Source: an optimization exercise on an open RTL-to-GDS flow (aim: small area and a short achievable clock period). Production flows keep margins and buffers that such runs may drop.
Function was checked by simulation only, so behaviour that the tests miss may differ from the original.
The flow treats the clock pin as an ideal source. Dropping or thinning the clock tree relies on that and would not hold on a real chip.
Power figures rest on the tool's default switching activity, not on a simulated workload.

## game_logic
module game_logic(
	input clock,
	input resetn,
	input button1,
	input button0,
	input [7:0]player_input,
	output reg [2:0] colour,
	output [9:0] x,
	output [8:0] y,
	output reg plot
);
clock: 8.0 ns
lec_check: 0
cap_margin: 20
core_margin: 2
core_utilization: 40
slew_margin: 20
standard.sh (not shown) runs the stock make flow with config.mk's settings and CLKGATE_MAP_FILE= SYNTH_SCRIPT=/design/flow/synth_recipe.tcl, a recipe that flattens the netlist after the stock synthesis.
==> flow/flow/run.sh <==
#!/bin/bash
# The standard layout, with these changes:
# - the port buffers that every input and output gets are buf_2 cells (ORFS
#   picks a slow delay cell otherwise, which its repair then leaves alone);
# - denser core (68 %) and larger clock-tree sink clusters (fewer leaf buffers);
# - after clock tree synthesis, flow/clock_top.tcl rebuilds the top of the
#   tree: the leaf buffers stay, everything above them is replaced by 4
#   buffers that the clock port drives directly, one per quarter of the core,
#   so every register's clock arrives earlier, all alike.  The two levels
#   are inverters (clkinv_8 at the top, clkinv_16 at the leaves), which are
#   faster than buffers; two inversions keep every register on the rising
#   edge of the clock port.
# The clock period, constraints and every other step are unchanged.
set -euo pipefail
MARGIN=${MARGIN:-5.8}
KNOBS="CORE_UTILIZATION=68 SETUP_SLACK_MARGIN=$MARGIN CTS_CLUSTER_SIZE=25 CTS_CLUSTER_DIAMETER=60"
PORTS="BUFFER_PORTS_ARGS=-buffer_cell sky130_fd_sc_hd__buf_2"
bash standard.sh $KNOBS "$PORTS" cts > standard_cts.log 2>&1
R=orfs/results/sky130hd/game_logic/base
LEAF_CELL=sky130_fd_sc_hd__clkinv_16 TOP_CELL=sky130_fd_sc_hd__clkinv_8 ODB=$R/4_cts.odb ODB_OUT=$R/4_cts.odb openroad -no_init -exit flow/clock_top.tcl > clock_top.log 2>&1
bash standard.sh $KNOBS "$PORTS" finish > standard.log 2>&1
==> flow/flow/clock_top.tcl <==
read_db $::env(ODB)
set block [ord::get_db_block]
set port_net [$block findNet clock]

proc out_net { inst } {
  foreach it [$inst getITerms] {
    if { [$it isOutputSignal] } { return [$it getNet] }
  }
  foreach it [$inst getITerms] {
    if { [[$it getMTerm] getIoType] == "OUTPUT" } { return [$it getNet] }
  }
  return ""
}
proc in_iterm { inst } {
  foreach it [$inst getITerms] {
    if { [$it isInputSignal] } { return $it }
  }
  return ""
}
# a clock buffer whose output drives something (CTS also adds buffers with a
# free output as dummy loads; those count as sinks)
proc is_dummy { inst } {
  if { ![string match "sky130_fd_sc_hd__clkbuf_*" [[$inst getMaster] getName]] } { return 0 }
  return [expr {![is_buf $inst]}]
}
proc is_buf { inst } {
  if { ![string match "sky130_fd_sc_hd__clkbuf_*" [[$inst getMaster] getName]] } { return 0 }
  set onet [out_net $inst]
  if { $onet == "" || $onet == "NULL" } { return 0 }
  return [expr {[llength [$onet getITerms]] > 1}]
}

# walk the tree from the port
set upper {}
set leaves {}
set front [list $port_net]
while { [llength $front] } {
  set next {}
  foreach net $front {
    foreach it [$net getITerms] {
      if { ![$it isInputSignal] } { continue }
      set inst [$it getInst]
      if { ![is_buf $inst] } { continue }
      set onet [out_net $inst]
      set drives_buf 0
      set drives_sink 0
      foreach lt [$onet getITerms] {
        if { [$lt getInst] == $inst } { continue }
        if { [is_dummy [$lt getInst]] } { continue }
        if { [is_buf [$lt getInst]] } { set drives_buf 1 } else { set drives_sink 1 }
      }
      if { $drives_sink } {
        if { $drives_buf } {
          puts "[$inst getName] drives both buffers and registers: the tree is left as it is"
          write_db $::env(ODB_OUT)
          exit
        }
        lappend leaves $inst
      } else {
        lappend upper $inst
        lappend next $onet
      }
    }
  }
  set front $next
}
foreach it [$port_net getITerms] {
  if { ![is_buf [$it getInst]] } { error "the clock port drives a non-buffer" }
}
puts "[llength $upper] upper buffers, [llength $leaves] leaf buffers"
if { [llength $leaves] < 5 } {
  puts "too few leaves: the tree is left as it is"
  write_db $::env(ODB_OUT)
  exit
}

# replace a cell by one of another master, keeping its input and output nets
proc replace_cell { inst master } {
  set block [$inst getBlock]
  set name [$inst getName]
  set in_net [[in_iterm $inst] getNet]
  set o_net [out_net $inst]
  set loc [$inst getLocation]
  odb::dbInst_destroy $inst
  set ni [odb::dbInst_create $block $master $name]
  $ni setLocation [lindex $loc 0] [lindex $loc 1]
  $ni setPlacementStatus PLACED
  foreach it [$ni getITerms] {
    set sig [[$it getMTerm] getSigType]
    if { $sig == "POWER" || $sig == "GROUND" } { continue }
    if { [$it isOutputSignal] } { $it connect $o_net } elseif { [$it isInputSignal] } { $it connect $in_net }
  }
  return $ni
}
if { [info exists ::env(LEAF_CELL)] } {
  set lm [[$block getDataBase] findMaster $::env(LEAF_CELL)]
  set leaves [lmap b $leaves {replace_cell $b $lm}]
  puts "leaf buffers are now $::env(LEAF_CELL)"
}

# remove the upper levels, with any dummy loads on their nets
set dummy_list {}
foreach net [concat [list $port_net] [lmap b $upper {out_net $b}]] {
  foreach it [$net getITerms] {
    set inst [$it getInst]
    if { [$it isInputSignal] && [is_dummy $inst] } { lappend dummy_list $inst }
  }
}
set dummies [llength $dummy_list]
foreach inst $dummy_list { odb::dbInst_destroy $inst }
foreach b $leaves { [in_iterm $b] disconnect }
foreach b $upper {
  set onet [out_net $b]
  odb::dbInst_destroy $b
  odb::dbNet_destroy $onet
}
puts "removed [llength $upper] upper buffers and $dummies dummy loads"

# split the leaves into 4 groups: halves by x, then each half by y
proc centre { inst } {
  set bb [$inst getBBox]
  return [list [expr {([$bb xMin] + [$bb xMax]) / 2}] [expr {([$bb yMin] + [$bb yMax]) / 2}]]
}
set pts {}
foreach b $leaves { lappend pts [concat [list $b] [centre $b]] }
set pts [lsort -integer -index 1 $pts]
set h [expr {[llength $pts] / 2}]
set groups {}
foreach half [list [lrange $pts 0 [expr {$h - 1}]] [lrange $pts $h end]] {
  set half [lsort -integer -index 2 $half]
  set q [expr {[llength $half] / 2}]
  lappend groups [lrange $half 0 [expr {$q - 1}]] [lrange $half $q end]
}
set db [$block getDataBase]
set top_cell sky130_fd_sc_hd__clkbuf_16
if { [info exists ::env(TOP_CELL)] } { set top_cell $::env(TOP_CELL) }
set master [$db findMaster $top_cell]

set n 0
foreach grp $groups {
  incr n
  set nb [odb::dbInst_create $block $master "clkbuf_top_${n}_clock"]
  set nnet [odb::dbNet_create $block "clknet_top_${n}_clock"]
  $nnet setSigType CLOCK
  set sx 0; set sy 0
  foreach p $grp {
    [in_iterm [lindex $p 0]] connect $nnet
    incr sx [lindex $p 1]; incr sy [lindex $p 2]
  }
  $nb setLocation [expr {$sx / [llength $grp]}] [expr {$sy / [llength $grp]}]
  $nb setPlacementStatus PLACED
  foreach nit [$nb getITerms] {
    set sig [[$nit getMTerm] getSigType]
    if { $sig == "POWER" || $sig == "GROUND" } { continue }
    if { [$nit isOutputSignal] } { $nit connect $nnet } elseif { [$nit isInputSignal] } { $nit connect $port_net }
  }
  puts "clkbuf_top_${n}_clock drives [llength $grp] leaf buffers"
}
puts "clock port now drives [llength [$port_net getITerms]] cell pins"
detailed_placement
check_placement
write_db $::env(ODB_OUT)
Then changed:
--- a/flow/flow/run.sh
+++ b/flow/flow/run.sh
@@ -9,3 +9,3 @@
 #   so every register's clock arrives earlier, all alike.  The two levels
-#   are inverters (clkinv_8 at the top, clkinv_16 at the leaves), which are
+#   are inverters (clkinv_16 at the top, inv_16 at the leaves), which are
 #   faster than buffers; two inversions keep every register on the rising
@@ -14,4 +14,4 @@
 set -euo pipefail
-MARGIN=${MARGIN:-5.8}
-KNOBS="CORE_UTILIZATION=68 SETUP_SLACK_MARGIN=$MARGIN CTS_CLUSTER_SIZE=25 CTS_CLUSTER_DIAMETER=60"
+MARGIN=${MARGIN:-5.85}
+KNOBS="CORE_UTILIZATION=62 SETUP_SLACK_MARGIN=$MARGIN CTS_CLUSTER_SIZE=25 CTS_CLUSTER_DIAMETER=60"
 PORTS="BUFFER_PORTS_ARGS=-buffer_cell sky130_fd_sc_hd__buf_2"
@@ -19,3 +19,3 @@
 R=orfs/results/sky130hd/game_logic/base
-LEAF_CELL=sky130_fd_sc_hd__clkinv_16 TOP_CELL=sky130_fd_sc_hd__clkinv_8 ODB=$R/4_cts.odb ODB_OUT=$R/4_cts.odb openroad -no_init -exit flow/clock_top.tcl > clock_top.log 2>&1
+LEAF_CELL=sky130_fd_sc_hd__inv_16 TOP_CELL=sky130_fd_sc_hd__clkinv_16 ODB=$R/4_cts.odb ODB_OUT=$R/4_cts.odb openroad -no_init -exit flow/clock_top.tcl > clock_top.log 2>&1
 bash standard.sh $KNOBS "$PORTS" finish > standard.log 2>&1
Die area rises by 9.3%.
Utilization drops by 7.3 points.
Clock-buffer cell count does not change.
Non-clock buffer count decreases by 5.
Register-to-register slack improves by 0.03 ns.
Cell count went up by 0.66%.
Global-route usage falls by 4.3 points.
Routed wire length shrinks by 1.4%.
Total power goes up by 2.0%.
Then changed:
--- a/flow/flow/run.sh
+++ b/flow/flow/run.sh
@@ -15,3 +15,3 @@
 MARGIN=${MARGIN:-5.85}
-KNOBS="CORE_UTILIZATION=62 SETUP_SLACK_MARGIN=$MARGIN CTS_CLUSTER_SIZE=25 CTS_CLUSTER_DIAMETER=60"
+KNOBS="CORE_UTILIZATION=68 SETUP_SLACK_MARGIN=$MARGIN CTS_CLUSTER_SIZE=30 CTS_CLUSTER_DIAMETER=60"
 PORTS="BUFFER_PORTS_ARGS=-buffer_cell sky130_fd_sc_hd__buf_2"
=> The changed run finished clean; sequential power hardly moves; routed wire length is higher by a few percent; worst hold slack is worse by 0.014 ns; power rose slightly; core utilization came out higher by 8.7 points; via count climbs by a few percent; combinational power climbs slightly; global-route usage came out higher by 4.7 points.
Then changed:
--- a/flow/flow/run.sh
+++ b/flow/flow/run.sh
@@ -9,3 +9,3 @@
 #   so every register's clock arrives earlier, all alike.  The two levels
-#   are inverters (clkinv_16 at the top, inv_16 at the leaves), which are
+#   are inverters (clkinv_8 at the top, clkinv_16 at the leaves), which are
 #   faster than buffers; two inversions keep every register on the rising
@@ -14,4 +14,4 @@
 set -euo pipefail
-MARGIN=${MARGIN:-5.85}
-KNOBS="CORE_UTILIZATION=68 SETUP_SLACK_MARGIN=$MARGIN CTS_CLUSTER_SIZE=30 CTS_CLUSTER_DIAMETER=60"
+MARGIN=${MARGIN:-5.7}
+KNOBS="CORE_UTILIZATION=68 SETUP_SLACK_MARGIN=$MARGIN CTS_CLUSTER_SIZE=25 CTS_CLUSTER_DIAMETER=60"
 PORTS="BUFFER_PORTS_ARGS=-buffer_cell sky130_fd_sc_hd__buf_2"
@@ -19,3 +19,3 @@
 R=orfs/results/sky130hd/game_logic/base
-LEAF_CELL=sky130_fd_sc_hd__inv_16 TOP_CELL=sky130_fd_sc_hd__clkinv_16 ODB=$R/4_cts.odb ODB_OUT=$R/4_cts.odb openroad -no_init -exit flow/clock_top.tcl > clock_top.log 2>&1
+LEAF_CELL=sky130_fd_sc_hd__inv_16 TOP_CELL=sky130_fd_sc_hd__clkinv_8 ODB=$R/4_cts.odb ODB_OUT=$R/4_cts.odb openroad -no_init -exit flow/clock_top.tcl > clock_top.log 2>&1
 bash standard.sh $KNOBS "$PORTS" finish > standard.log 2>&1
Sequential power barely changes.
Wire length decreases by 5.5%.
Hold slack is worse by 0.027 ns.
Clock skew increases by 0.029 ns.
Final area decreases by 4.3%.
Flip-flop and latch count stays the same.

## afterwards: timing with drivers on the ports
The results above use ideal ports. As a check the final layouts listed here were re-extracted and re-timed, cells and wires unchanged.
Step 1, drivers: a clkbuf_16 drives clock and a buf_2 each remaining input, both assumed.
Step 2 also shifts input and output timing later by t, the mid clock arrival at the registers, as if the neighbouring blocks saw the same clock.
Three values: ideal, step 1, step 2; two values: the first two.
run	t (ns)	setup slack, ns	worst setup path at the end	latest minus earliest clock arrival (ns)	slew at the worst register clock pin (ns)
the first run	0.349	5.707 / 5.551 / 5.612	input to register	0.057 / 0.057	0.07 / 0.07
the second run	0.402	5.752 / 5.525 / 5.688	input to register	0.031 / 0.036	0.08 / 0.08
the third run	0.391	5.741 / 5.518 / 5.676	input to register	0.032 / 0.039	0.09 / 0.09
the fourth run	0.351	5.676 / 5.544 / 5.631	input to register	0.059 / 0.060	0.09 / 0.09
After both steps every run listed still meets setup and hold. The setup slack of the first run, which loses most, moves by -0.156 ns with the drivers and by -0.095 ns with both steps.
